This is an optimization exercise on Yosys and OpenROAD, whose aim is small area, not a production implementation. RTL that was checked went through simulation tests only; none was proved equivalent to the original. Power and IR drop assume default switching activity.

Setup of MS:
## top_level
module top_level (
    clk, rst, seed,
    action, state, next_state, step_o, phase, episode_o, q_cur, q_next
);
    input clk, rst;
    input [11:0] seed;
    output [1:0] action;
    output [3:0] state;
    output [3:0] next_state;
    output [3:0] step_o;
    output [3:0] phase;
    output [11:0] episode_o;
    output [63:0] q_cur;
    output [63:0] q_next;
    integer r, p, i;
    function [15:0] w2init;           
        input integer row, col;
        begin
            case (row)
            0: case (col)
                0: w2init = 16'b0000000110101011;
                1: w2init = 16'b0000001000100111;
                2: w2init = 16'b0000000010001111;
                3: w2init = 16'b0000000000101000;
                default: w2init = 16'b0000001010111111;
               endcase
            1: w2init = 16'b0000000101001101;
            2: w2init = 16'b0000000100101010;
            3: w2init = 16'b0000000110001001;
            4: w2init = 16'b0000000100000110;
            5: w2init = 16'b0000000100100100;
            6: w2init = 16'b0000000110000011;
            7: w2init = 16'b0000000110101000;
            default: w2init = 16'b0000000100010010;
            endcase
        end
    endfunction
    function [15:0] w3init;           
        input integer out, col;
        begin
            case (out*5+col)
            0:  w3init = 16'b0000000111001010;
            1:  w3init = 16'b0000001110100010;
            2:  w3init = 16'b0000000100101100;
  ...
For scale: ~9000 cells after synthesis, about 1300 flip-flops, ~170 I/O pins, roughly 87000 um2 of cells after synthesis.
clock: 20.0 ns
lec_check: 0
cap_margin: 5
core_margin: 2
core_utilization: 50
cts_buf_list: sky130_fd_sc_hd__clkbuf_8
cts_cluster_diameter: 80
cts_cluster_size: 15
place_density: 0.6
slew_margin: 5
synth_hierarchical: 1
synth_minimum_keep_size: 0
standard.sh (not shown) runs the stock make flow with config.mk's settings and CLKGATE_MAP_FILE= SYNTH_SCRIPT=/design/flow/synth_recipe.tcl, a recipe that flattens the netlist after the stock synthesis.
==> flow/flow/run.sh <==
#!/bin/bash
set -euo pipefail
export BUFFER_PORTS_ARGS="-buffer_cell sky130_fd_sc_hd__buf_1"
export CTS_ARGS="-sink_clustering_enable -repair_clock_nets -dont_use_dummy_load -buf_list sky130_fd_sc_hd__clkbuf_16 -sink_clustering_size 30 -sink_clustering_max_diameter 80"
bash standard.sh > standard.log 2>&1
MS | status: complete | timing, DRC, antenna: pass
Modified inputs, AL compared to MS
==> flow/flow/run.sh <==
#!/bin/bash
set -euo pipefail
export BUFFER_PORTS_ARGS="-buffer_cell sky130_fd_sc_hd__buf_1"
export CTS_ARGS="-sink_clustering_enable -repair_clock_nets -dont_use_dummy_load -buf_list sky130_fd_sc_hd__clkbuf_8 -sink_clustering_size 15 -sink_clustering_max_diameter 80"
bash standard.sh > standard.log 2>&1
==> results.txt <==
- Wire length of the first global-routing pass delta (MS -> AL): insignificant
- The overall track demand over capacity in global routing on MS is in line with that on AL.
- Re power: AL is 2.4% down on MS.
- Total met3 wirelength after detailed routing sits lower in AL than in MS.
- AL completed end to end with timing, DRC and antenna clean.
- AL has more setup slack than MS.
- Changes observed in AL relative to MS: clock distribution power moved down; count of nets left with antenna violations after detail routing was more or less identical; utilization saw a decrease; final area lower.
Function was not checked in any run of this note: the RTL went through the layout flow alone.

========
Another version of the RTL of top_level (not shown whole).
Size in the first run: ~83000 sq um of cells after synthesis.
==> flow/config.mk <==
export PLATFORM = sky130hd
export DESIGN_NAME = top_level
export DESIGN_NICKNAME = top_level
export VERILOG_FILES = /design/flow/design.v
export SDC_FILE = /design/flow/constraint.sdc
export NUM_CORES = 8
export LEC_CHECK = 0
export CAP_MARGIN = 12
export CORE_MARGIN = 2
export CORE_UTILIZATION = 50
export CTS_BUF_LIST = sky130_fd_sc_hd__clkbuf_8
export CTS_CLUSTER_DIAMETER = 80
export CTS_CLUSTER_SIZE = 15
export PLACE_DENSITY = 0.6
export SLEW_MARGIN = 12
export SYNTH_HIERARCHICAL = 1
export SYNTH_MINIMUM_KEEP_SIZE = 0
==> flow/constraint.sdc <==
create_clock -name core_clock -period 20.0 [get_ports {clk}]
set_input_delay 4.0000 -clock core_clock [delete_from_list [all_inputs] [get_ports {clk}]]
set_output_delay 4.0000 -clock core_clock [all_outputs]
set_load 0.01 [all_outputs]
==> flow/flow/run.sh <==
#!/bin/bash
set -euo pipefail
export BUFFER_PORTS_ARGS="-buffer_cell sky130_fd_sc_hd__buf_1"
export CTS_ARGS="-sink_clustering_enable -repair_clock_nets -dont_use_dummy_load -buf_list sky130_fd_sc_hd__clkbuf_8 -sink_clustering_size 15 -sink_clustering_max_diameter 80"
bash standard.sh > standard.log 2>&1
Then changed:
==> flow/flow/run.sh (replaced) <==
#!/bin/bash
set -euo pipefail
export BUFFER_PORTS_ARGS="-buffer_cell sky130_fd_sc_hd__buf_1"
export RECOVER_POWER=100
export CTS_ARGS="-sink_clustering_enable -repair_clock_nets -dont_use_dummy_load -buf_list sky130_fd_sc_hd__clkbuf_8 -sink_clustering_size 15 -sink_clustering_max_diameter 80"
bash standard.sh > standard.log 2>&1
CAP_MARGIN = 20   (was 12)
CORE_UTILIZATION = 65   (was 50)
PLACE_DENSITY = 0.75   (was 0.6)
SLEW_MARGIN = 20   (was 12)
Now the flow completed and failed the layout checks on max-capacitance violations, max-slew violations.
Clock power stays flat.
Area after synthesis is unchanged.
Non-clock buffer count drops by 22.
Then changed:
==> flow/flow/run.sh (replaced) <==
#!/bin/bash
set -euo pipefail
export BUFFER_PORTS_ARGS="-buffer_cell sky130_fd_sc_hd__buf_1"
export CTS_ARGS="-sink_clustering_enable -repair_clock_nets -dont_use_dummy_load -buf_list sky130_fd_sc_hd__clkbuf_8 -sink_clustering_size 15 -sink_clustering_max_diameter 80"
bash standard.sh > standard.log 2>&1
CORE_UTILIZATION = 70   (was 65)
PLACE_DENSITY = 0.8   (was 0.75)
- The changed run went through all stages and came out clean
- flip-flop and latch count is unchanged
- clock power barely changes
- non-clock buffer count goes down by 14
- cell area hardly moves
- wire length goes up by 1.7%
- combinational power goes up by 7.3%
- total power goes up by 5.2%
- fmax goes down by 0.80%
Then changed:
GPL_ROUTABILITY_DRIVEN = 0   (was not set)
GPL_TIMING_DRIVEN = 0   (was not set)
Effect: Core utilization goes up by 0.97 points. Worst hold slack improves by 15 ps. Design area grows by 1.3%. Routed wire length goes up by 9.1%. Synthesized cell count is unchanged.

[separate check: timing with driven ports]
How much do the figures lean on ideal ports? The routed layouts below were timed once more, with nothing changed but the port constraints.
Step 1 (the two cells are an assumption about what drives the block):
set clk [get_ports {clk}]
set_driving_cell -lib_cell sky130_fd_sc_hd__clkbuf_16 $clk
set_driving_cell -lib_cell sky130_fd_sc_hd__buf_2 [delete_from_list [all_inputs] $clk]
Step 2, shift: input delay + t, output delay - t, t = (earliest + latest rising clock arrival at the registers) / 2. This alone moves slack from input paths to output paths.
a / b / c = no drivers / after step 1 / after step 2; a / b = the first two.
run | shift t [ns] | slack for setup (ns) | worst hold slack (ns) | worst setup path at the end | worst data-port slew with drivers (ns)
MS | 0.774 | 1.387 / 1.387 / 1.387 | 0.285 / 0.285 / 0.285 | register to register | 0.04
AL | 0.909 | 1.532 / 1.532 / 1.532 | 0.311 / 0.311 / 0.311 | register to register | 0.04
the first run of note 2 | 0.909 | 1.487 / 1.487 / 1.487 | 0.249 / 0.249 / 0.249 | register to register | 0.04
the second run of note 2 | 0.874 | 1.515 / 1.515 / 1.515 | 0.267 / 0.267 / 0.267 | register to register | 0.04
the third run of note 2 | 0.847 | 1.365 / 1.365 / 1.365 | 0.270 / 0.270 / 0.270 | register to register | 0.08
the fourth run of note 2 | 0.834 | 0.950 / 0.950 / 0.950 | 0.285 / 0.285 / 0.285 | register to register | 0.03
